From an optimization exercise on the open Yosys and OpenROAD flow, aimed at small area, a short achievable clock period and few clock cycles per item; shortcuts taken in it are not production practice. Only simulation tests tie the RTL to the original design; equivalence was not proved. The flow treats the clock pin as an ideal source. Dropping or thinning the clock tree relies on that and would not hold on a real chip. Power and IR drop assume default switching activity.

==> flow/design.v <==
`timescale 1 ns / 1 ns
module gaussian_stream
(
	input        clk,
	input        reset,
	input        on_switch,
	input  [7:0] input_fifo,
	input        input_fifo_valid,
	output       input_fifo_ready,
	output [7:0] output_fifo,
	output       output_fifo_valid,
	input        output_fifo_ready
);
localparam integer SLOTS = 6;      
reg        rdy;
reg  [7:0] in_reg;
reg        sh;            
wire       take = input_fifo_valid & rdy & ~reset;
always @(posedge clk) begin
	in_reg <= input_fifo;
	sh <= take;
end
reg [511:0] ring0, ring1, ring2, ring3;
reg  [31:0] ev;           
wire [7:0] out0 = ring0[511:504];
wire [7:0] out1 = ring1[511:504];
wire [7:0] out2 = ring2[511:504];
wire [7:0] out3 = ring3[511:504];
always @(posedge clk) begin
	ring0 <= {ring0[503:0], sh ? in_reg : out0};
	ring1 <= {ring1[503:0], sh ? out0 : out1};
	ring2 <= {ring2[503:0], sh ? out1 : out2};
	ring3 <= {ring3[503:0], sh ? out2 : out3};
	if (sh) ev <= {ev[23:0], out3};
end
function [7:0] win;
	input integer m, n;
	reg [511:0] r;
	begin
		if (n == 4) begin
			case (m)
			4: win = in_reg;
			3: win = out0;
			2: win = out1;
			1: win = out2;
			default: win = out3;
			endcase
		end else begin
			case (m)
			4: r = ring0;
			3: r = ring1;
			2: r = ring2;
			default: r = ring3;
			endcase
			if (m == 0) win = ev[8*(3-n) +: 8];
			else win = r[8*(3-n) +: 8];
		end
	end
endfunction
wire [7:0] ctr_1 = ring2[8*2 +: 8];
wire [7:0] ctr_3 = ring2[8*4 +: 8];
reg [10:0] pos;
reg        primed;
reg  [5:0] lead;
wire [5:0] px = pos[5:0];
wire [4:0] py = pos[10:6];
wire border = ~on_switch | (px < 6'd2) | (px > 6'd61) | (py < 5'd2) | (py > 5'd29);
always @(posedge clk) begin
	if (reset) begin
		pos <= 11'd1918;       
		primed <= 1'b0;
		lead <= 6'd1;
	end else begin
		lead <= sh ? lead : lead + 6'd1;
		if (sh) begin
			pos <= pos + 11'd1;
			if (pos == 11'd2047) primed <= 1'b1;
		end
	end
end
reg        v1, b1;
reg  [9:0] c1, c3a, c3b, c4, c8, c10;
always @(posedge clk) begin
	v1 <= ~reset & sh & primed;
	b1 <= border;
	c1  <= win(0, 0) + win(0, 4) + win(4, 0) + win(4, 4);
	c3a <= win(0, 1) + win(0, 3) + win(1, 0) + win(3, 0);
	c3b <= win(4, 1) + win(4, 3) + win(1, 4) + win(3, 4);
	c4  <= win(0, 2) + win(2, 0) + win(4, 2) + win(2, 4);
	c8  <= win(1, 1) + win(1, 3) + win(3, 1) + win(3, 3);
	c10 <= win(1, 2) + win(2, 1) + win(3, 2) + win(2, 3);
end
reg        v2, b2;
reg [10:0] sa;            
reg [11:0] sb, sd;        
reg [10:0] se;            
wire [11:0] a_sum = c1 + c3a + c3b;
always @(posedge clk) begin
	v2 <= ~reset & v1;
	b2 <= b1;
	sa <= a_sum[11:1];
	sb <= c3a + c3b + {c4, 1'b0};
	sd <= c8 + c10 + ctr_1;
	se <= c10 + {ctr_1, 1'b0};
end
wire [13:0] ta = {3'b000, sa};
wire [13:0] tb = {2'b00, sb};
wire [13:0] tc = {3'b000, se};
wire [13:0] td = {sd, 2'b00};
wire [13:0] x1 = ta ^ tb ^ tc;
wire [13:0] y1 = {(ta[12:0] & tb[12:0]) | (ta[12:0] & tc[12:0]) | (tb[12:0] & tc[12:0]), 1'b0};
wire [13:0] x2 = x1 ^ y1 ^ td;
wire [13:0] y2 = {(x1[12:0] & y1[12:0]) | (x1[12:0] & td[12:0]) | (y1[12:0] & td[12:0]), 1'b0};
wire  [6:0] low = x2[5:0] + y2[5:0];
reg        v3, b3;
reg  [7:0] hx, hy;
reg        hc;
always @(posedge clk) begin
	v3 <= ~reset & v2;
	b3 <= b2;
	hx <= x2[13:6];
	hy <= y2[13:6];
	hc <= low[6];
end
wire [7:0] h = hx + hy + {7'd0, hc};
wire [7:0] res = b3 ? ctr_3 : h;
reg        ovalid;
reg  [7:0] odata;
reg  [7:0] mem [0:SLOTS-1];
reg  [2:0] wp, rp;
reg  [2:0] cnt;
reg  [2:0] occ;
wire       push = v3;
wire       pop = ovalid & output_fifo_ready;
wire [2:0] wp1 = (wp == SLOTS - 1) ? 3'd0 : wp + 3'd1;
wire [2:0] rp1 = (rp == SLOTS - 1) ? 3'd0 : rp + 3'd1;
wire [7:0] head0 = mem[rp];
wire [7:0] head1 = mem[rp1];
wire       empty0 = cnt == 3'd0;
wire       empty1 = cnt == 3'd1;
wire       left_empty = empty0 | (empty1 & pop);    
wire       drop = sh & ~primed;                     
wire [2:0] occ_b = occ - {2'b00, drop};
wire       room_p = occ_b < SLOTS - 1;
wire       room_0 = occ_b < SLOTS;
wire       eq0 = lead == {5'd0, sh};
wire       eq1 = lead == {5'd0, sh} + 6'd1;
always @(posedge clk) begin
	if (push) mem[wp] <= res;
	odata <= left_empty ? res : pop ? head1 : head0;
	if (reset) begin
		ovalid <= 1'b0;
		wp <= 3'd0;
		rp <= 3'd0;
		cnt <= 3'd0;
		occ <= 3'd0;
		rdy <= 1'b1;
	end else begin
		ovalid <= push | ~left_empty;
		if (push) wp <= wp1;
		if (pop) rp <= rp1;
		cnt <= pop ? (push ? cnt : cnt - 3'd1) : (push ? cnt + 3'd1 : cnt);
		occ <= take ? (pop ? occ_b : occ_b + 3'd1) : (pop ? occ_b - 3'd1 : occ_b);
		rdy <= take ? (eq1 & (pop ? room_0 : room_p)) : (eq0 & (pop | room_0));
	end
end
assign input_fifo_ready = rdy;
assign output_fifo = odata;
assign output_fifo_valid = ovalid;
endmodule
Settings: LEC_CHECK=0, CAP_MARGIN=20, CORE_MARGIN=2, CORE_UTILIZATION=60, CTS_CLUSTER_DIAMETER=80, CTS_CLUSTER_SIZE=30, PLACE_DENSITY=0.7, SLEW_MARGIN=20; clock period 10.0 ns.
standard.sh (not shown) runs the stock make flow with config.mk's settings and CLKGATE_MAP_FILE= SYNTH_SCRIPT=/design/flow/synth_recipe.tcl, a recipe that flattens the netlist after the stock synthesis.
==> flow/flow/run.sh <==
#!/bin/bash
set -euo pipefail
here=$(pwd)
bash standard.sh SETUP_SLACK_MARGIN=7.2 \
  "CTS_ARGS=-sink_clustering_enable -repair_clock_nets -sink_clustering_size 24 -sink_clustering_max_diameter 60 -dont_use_dummy_load" \
  POST_CTS_TCL="$here/flow/clktop.tcl" finish > standard_flow.log 2>&1
Other scripts of this flow, unchanged in this note and not shown: flow/flow/clktop.tcl
The baseline passed the timing, design-rule and antenna checks.
Testbench counts at the start, summed over its fixed seeds: cycles 49,192, items 49,152.
==> next run, changes <==
==> flow/flow/run.sh (replaced) <==
#!/bin/bash
set -euo pipefail
here=$(pwd)
bash standard.sh SETUP_SLACK_MARGIN=7.2 \
  "CTS_ARGS=-sink_clustering_enable -repair_clock_nets -sink_clustering_size 30 -sink_clustering_max_diameter 80 -dont_use_dummy_load" \
  POST_CTS_TCL="$here/flow/clktop.tcl" finish > standard_flow.log 2>&1
- CORE_UTILIZATION: 60 -> 55
- PLACE_DENSITY: 0.7 -> 0.65
The changed run finished clean.
Final area fell by 0.69%.
Die area rose by 9.0%.
Total power fell by 3.3%.
Wire length fell by 2.4%.
==> next run, changes <==
- CORE_UTILIZATION: 55 -> 60
- PLACE_DENSITY: 0.65 -> 0.7
=> The changed run produced a clean layout. Fmax climbs by 1.3%. Via count decreases by about 0.54%. Hold slack is better by 0.026 ns. Final area decreases by about 0.66%. Wire length is higher by about 1.4%. Sequential share of layout area is higher by 0.48 points. Utilization came out higher by 5.1 points. Flip-flop and latch count does not change. Global-route usage rises by 1.3 points. Power hardly moves. Die area drops by 8.2%.
==> next run, changes <==
==> flow/flow/run.sh (replaced) <==
#!/bin/bash
set -euo pipefail
here=$(pwd)
bash standard.sh SETUP_SLACK_MARGIN=7.1 \
  "CTS_ARGS=-sink_clustering_enable -repair_clock_nets -sink_clustering_size 30 -sink_clustering_max_diameter 80 -dont_use_dummy_load" \
  POST_CTS_TCL="$here/flow/clktop.tcl" finish > standard_flow.log 2>&1
The changed run completed without violations; worst setup slack gets worse by 0.0032 ns; clock skew went up by 0.024 ns; sequential power hardly moves; power went down by about 0.33%; global-route usage goes down by 0.11 points; clock power barely changes; sequential share of layout area stays flat; maximum frequency hardly moves; worst hold slack is worse by 0.019 ns; die area stays the same.
==> next run, changes <==
==> flow/flow/run.sh (replaced) <==
#!/bin/bash
set -euo pipefail
here=$(pwd)
bash standard.sh SETUP_SLACK_MARGIN=7.35 \
  "CTS_ARGS=-sink_clustering_enable -repair_clock_nets -sink_clustering_size 30 -sink_clustering_max_diameter 80 -dont_use_dummy_load" \
  POST_CTS_TCL="$here/flow/clktop.tcl" finish > standard_flow.log 2>&1
Result: The new run completed with no timing, DRC or antenna violations. Via count hardly moves. Wire length went up by 0.72%. Die area stays the same. Combinational power went up by 7.3%.

========
Another version of the RTL of gaussian_stream (not shown whole).
Size: ~3600 cells after synthesis, about 23 I/O pins, about 0.057 mm² of cells after synthesis.
clock: 10.0 ns
lec_check: 0
cap_margin: 20
core_margin: 2
core_utilization: 70
cts_cluster_diameter: 80
cts_cluster_size: 30
place_density: 0.8
slew_margin: 20
==> flow/flow/run.sh <==
#!/bin/bash
set -euo pipefail
bash standard.sh SETUP_SLACK_MARGIN=7 finish > standard_flow.log 2>&1
The starting point produced a clean layout.
Testbench counts at the start, summed over its fixed seeds: cycles 49,192, items 49,152.
==> next run, changes <==
==> flow/run.sh (new file) <==
#!/bin/bash
# synth_recipe.tcl (not shown) runs the flow's synth.tcl, then flattens the netlist and writes it again
# the make line also repeats each setting of config.mk as NAME=value (left out here)
make -C /OpenROAD-flow-scripts/flow DESIGN_CONFIG=/design/flow/config.mk WORK_HOME=/design/flow/orfs CLKGATE_MAP_FILE= SYNTH_SCRIPT=/design/flow/synth_recipe.tcl finish
Settings changed: CORE_UTILIZATION 70 to 60, PLACE_DENSITY 0.8 to 0.7, SETUP_SLACK_MARGIN set to 5.
removed: flow/flow/run.sh
removed: flow/standard.sh
What happened: Area after synthesis is unchanged; worst setup slack loses 0.57 ns; non-clock buffer count shrinks by 26; fmax shrinks by 15%.
==> next run, changes <==
==> flow/flow/run.sh (new file) <==
#!/bin/bash
set -euo pipefail
bash standard.sh SETUP_SLACK_MARGIN=7 finish > standard_flow.log 2>&1
==> flow/standard.sh (new file) <==
#!/bin/bash
# synth_recipe.tcl (not shown) runs the flow's synth.tcl, then flattens the netlist and writes it again
# the make line also repeats each setting of config.mk as NAME=value (left out here)
make -C /OpenROAD-flow-scripts/flow DESIGN_CONFIG=/design/flow/config.mk WORK_HOME=/design/flow/orfs CLKGATE_MAP_FILE= SYNTH_SCRIPT=/design/flow/synth_recipe.tcl "${@:-finish}"
Settings changed: SETUP_SLACK_MARGIN 5 to not set.
removed: flow/run.sh
Effect: Fmax went up by 17%; global-route usage went up by 0.14 points; die area is unchanged; synthesized area stays the same; critical path depth does not change; combinational power went up by about 2%.

========
gaussian_stream, a different RTL version from the one above (not shown whole).
Size: roughly 3,500 cells after synthesis, roughly 23 I/O pins, roughly 0.056 sq mm of cells after synthesis.
// gaussian_stream
module gaussian_stream
(
	input        clk,
	input        reset,
	input        on_switch,
	input  [7:0] input_fifo,
	input        input_fifo_valid,
	output       input_fifo_ready,
	output [7:0] output_fifo,
	output       output_fifo_valid,
	input        output_fifo_ready
);
localparam integer SLOTS = 6;      
reg        rdy;
reg  [7:0] in_reg;
reg        sh;            
wire       take = input_fifo_valid & rdy & ~reset;
always @(posedge clk) begin
	in_reg <= input_fifo;
	sh <= take;
end
reg [511:0] ring0, ring1, ring2, ring3;
reg  [31:0] ev;           
wire [7:0] out0 = ring0[511:504];
wire [7:0] out1 = ring1[511:504];
wire [7:0] out2 = ring2[511:504];
wire [7:0] out3 = ring3[511:504];
always @(posedge clk) begin
	ring0 <= {ring0[503:0], sh ? in_reg : out0};
	ring1 <= {ring1[503:0], sh ? out0 : out1};
	ring2 <= {ring2[503:0], sh ? out1 : out2};
	ring3 <= {ring3[503:0], sh ? out2 : out3};
	if (sh) ev <= {ev[23:0], out3};
end
function [7:0] win;
	input integer m, n;
	reg [511:0] r;
	begin
		if (n == 4) begin
			case (m)
			4: win = in_reg;
			3: win = out0;
			2: win = out1;
			1: win = out2;
			default: win = out3;
			endcase
  ...
==> flow/config.mk <==
export PLATFORM = sky130hd
export DESIGN_NAME = gaussian_stream
export DESIGN_NICKNAME = gaussian_stream
export VERILOG_FILES = /design/flow/design.v
export SDC_FILE = /design/flow/constraint.sdc
export NUM_CORES = 4
export LEC_CHECK = 0
export CAP_MARGIN = 20
export CORE_MARGIN = 2
export CORE_UTILIZATION = 60
export CTS_CLUSTER_DIAMETER = 80
export CTS_CLUSTER_SIZE = 30
export PLACE_DENSITY = 0.7
export SLEW_MARGIN = 20
==> flow/constraint.sdc <==
create_clock -name core_clock -period 10.0 [get_ports {clk}]
set_input_delay 2.0000 -clock core_clock [delete_from_list [all_inputs] [get_ports {clk}]]
set_output_delay 2.0000 -clock core_clock [all_outputs]
set_load 0.01 [all_outputs]
==> flow/flow/run.sh <==
#!/bin/bash
set -euo pipefail
bash standard.sh SETUP_SLACK_MARGIN=7 "CTS_ARGS=-sink_clustering_enable -repair_clock_nets -sink_clustering_size 30 -sink_clustering_max_diameter 80 -apply_ndr full -dont_use_dummy_load" finish > standard_flow.log 2>&1
Testbench counts at the start, summed over its fixed seeds: cycles 49,192, items 49,152.
Edit:
==> flow/flow/run.sh (replaced) <==
#!/bin/bash
set -euo pipefail
bash standard.sh SETUP_SLACK_MARGIN=7 finish > standard_flow.log 2>&1
Result: The new run passed the timing, design-rule and antenna checks; design area is higher slightly; sequential share of layout area shrinks by 0.35 points; core utilization went up by 0.29 points; sequential power barely changes; worst hold slack improves by 0.030 ns; total power is higher slightly; cell count climbs slightly; setup slack loses 0.013 ns; flip-flop and latch count stays the same.
Edit:
==> flow/flow/run.sh (replaced) <==
#!/bin/bash
set -euo pipefail
bash standard.sh SETUP_SLACK_MARGIN=7 "CTS_ARGS=-sink_clustering_enable -repair_clock_nets -sink_clustering_size 20 -sink_clustering_max_diameter 60 -sink_clustering_buffer sky130_fd_sc_hd__clkbuf_8 -dont_use_dummy_load" finish > standard_flow.log 2>&1
Outcome: The changed run went through all stages and came out clean; sequential cell count stays the same; die area does not change; critical path depth is unchanged; design area came out lower by 0.64%; wire length barely changes; utilization goes down by 0.42 points.

========
Another version of the RTL of gaussian_stream (not shown whole).
Size in the first run: about 2300 flip-flops, about 23 I/O pins, roughly 0.057 mm2 of cells after synthesis.
clock: 10.0 ns
lec_check: 0
cap_margin: 20
core_margin: 2
core_utilization: 60
cts_cluster_diameter: 80
cts_cluster_size: 30
place_density: 0.7
slew_margin: 20
==> flow/flow/run.sh <==
#!/bin/bash
set -euo pipefail
here=$(pwd)
bash standard.sh SETUP_SLACK_MARGIN=7 \
  "CTS_ARGS=-sink_clustering_enable -repair_clock_nets -sink_clustering_size 30 -sink_clustering_max_diameter 80 -dont_use_dummy_load" \
  POST_CTS_TCL="$here/flow/clktop.tcl" finish > standard_flow.log 2>&1
Other scripts of this flow, unchanged in this note and not shown: flow/flow/clktop.tcl
Testbench counts at the start, summed over its fixed seeds: cycles 49,200, items 49,152.
Then changed:
--- a/flow/config.mk
+++ b/flow/config.mk
@@ -9,6 +9,6 @@
 export CORE_MARGIN = 2
-export CORE_UTILIZATION = 60
+export CORE_UTILIZATION = 70
 export CTS_CLUSTER_DIAMETER = 80
 export CTS_CLUSTER_SIZE = 30
-export PLACE_DENSITY = 0.7
+export PLACE_DENSITY = 0.8
 export SLEW_MARGIN = 20
Worst setup slack gets worse by 28 ps; first-iteration DRC count grows by 16%; cell count goes down by 4.1%; routed wire length increases by 21%.
Then changed:
==> flow/flow/run.sh (replaced) <==
#!/bin/bash
set -euo pipefail
here=$(pwd)
bash standard.sh SETUP_SLACK_MARGIN=7 \
  "CTS_ARGS=-sink_clustering_enable -repair_clock_nets -sink_clustering_size 20 -sink_clustering_max_diameter 60 -sink_clustering_buffer sky130_fd_sc_hd__clkbuf_8 -dont_use_dummy_load" \
  POST_CTS_TCL="$here/flow/clktop.tcl" finish > standard_flow.log 2>&1
--- a/flow/config.mk
+++ b/flow/config.mk
@@ -9,6 +9,6 @@
 export CORE_MARGIN = 2
-export CORE_UTILIZATION = 70
+export CORE_UTILIZATION = 60
 export CTS_CLUSTER_DIAMETER = 80
 export CTS_CLUSTER_SIZE = 30
-export PLACE_DENSITY = 0.8
+export PLACE_DENSITY = 0.7
 export SLEW_MARGIN = 20
What happened:
- The changed run produced a clean layout
- worst setup slack gets better by 20 ps
- routed wire length drops by 17%
- design area stays flat
- combinational power goes down by about 3%
- fmax went up by 0.66%
- area after synthesis stays the same
- power is lower by 3.0%
- worst hold slack loses 24 ps
Then changed:
==> flow/flow/run.sh (replaced) <==
#!/bin/bash
set -euo pipefail
here=$(pwd)
bash standard.sh SETUP_SLACK_MARGIN=7.2 \
  "CTS_ARGS=-sink_clustering_enable -repair_clock_nets -sink_clustering_size 30 -sink_clustering_max_diameter 80 -dont_use_dummy_load" \
  POST_CTS_TCL="$here/flow/clktop.tcl" finish > standard_flow.log 2>&1
What happened: Core utilization goes up by 0.70 points. Global-route usage goes up by 0.20 points. Routed wire length goes up slightly. Register-to-register slack improves by 90 ps. Sequential cell count stays the same. Hold slack degrades by 17 ps. Fmax goes up slightly. Sequential share of layout area goes down by 0.76 points.

==> static timing again, ports no longer ideal <==
The results above use ideal ports. As a check the final layouts listed here were re-extracted and re-timed, cells and wires unchanged. Step 1 (the two cells are an assumption about what drives the block):
set clk [get_ports {clk}]
set_driving_cell -lib_cell sky130_fd_sc_hd__clkbuf_16 $clk
set_driving_cell -lib_cell sky130_fd_sc_hd__buf_2 [delete_from_list [all_inputs] $clk]
Step 2 also shifts input and output timing later by t, the mid clock arrival at the registers, as if the neighbouring blocks saw the same clock. a / b / c = ideal / step 1 / step 2; a / b = the first two.
| run | t (ns) | setup slack, ns | clock arrival spread, ns | worst slew at a driven data input, ns |
|---|---|---|---|---|
| the first run of note 1 | 0.708 | 6.986 / 6.847 / 6.601 | 0.107 / 0.107 | 0.06 |
| the second run of note 1 | 0.657 | 7.017 / 6.872 / 6.771 | 0.107 / 0.106 | 0.06 |
| the third run of note 1 | 0.637 | 7.056 / 6.918 / 6.777 | 0.087 / 0.088 | 0.06 |
| the fourth run of note 1 | 0.663 | 7.052 / 6.913 / 6.593 | 0.109 / 0.110 | 0.05 |
| the fifth run of note 1 | 0.655 | 7.022 / 6.887 / 6.775 | 0.096 / 0.096 | 0.06 |
| the first run of note 2 | 0.742 | 6.849 / 6.782 / 6.327 | 0.049 / 0.049 | 0.04 |
| the second run of note 2 | 0.746 | 6.278 / 6.215 / 5.605 | 0.026 / 0.025 | 0.04 |
| the third run of note 2 | 0.753 | 6.813 / 6.749 / 6.334 | 0.028 / 0.028 | 0.06 |
| the first run of note 3 | 0.730 | 6.868 / 6.825 / 6.455 | 0.068 / 0.068 | 0.08 |
| the second run of note 3 | 0.754 | 6.855 / 6.793 / 6.496 | 0.024 / 0.024 | 0.08 |
| the third run of note 3 | 0.754 | 6.852 / 6.790 / 6.460 | 0.080 / 0.080 | 0.08 |
| the first run of note 4 | 0.654 | 6.995 / 6.859 / 6.507 | 0.074 / 0.073 | 0.08 |
| the second run of note 4 | 0.649 | 6.967 / 6.889 / 6.527 | 0.057 / 0.057 | 0.07 |
| the third run of note 4 | 0.646 | 6.987 / 6.884 / 6.453 | 0.092 / 0.092 | 0.07 |
| the fourth run of note 4 | 0.654 | 7.023 / 6.881 / 6.656 | 0.083 / 0.083 | 0.07 |
After both steps setup and hold are still met in every run listed. For the second run of note 2, which loses most, drivers alone change the setup slack by -0.063 ns; drivers and shift together by -0.673 ns.
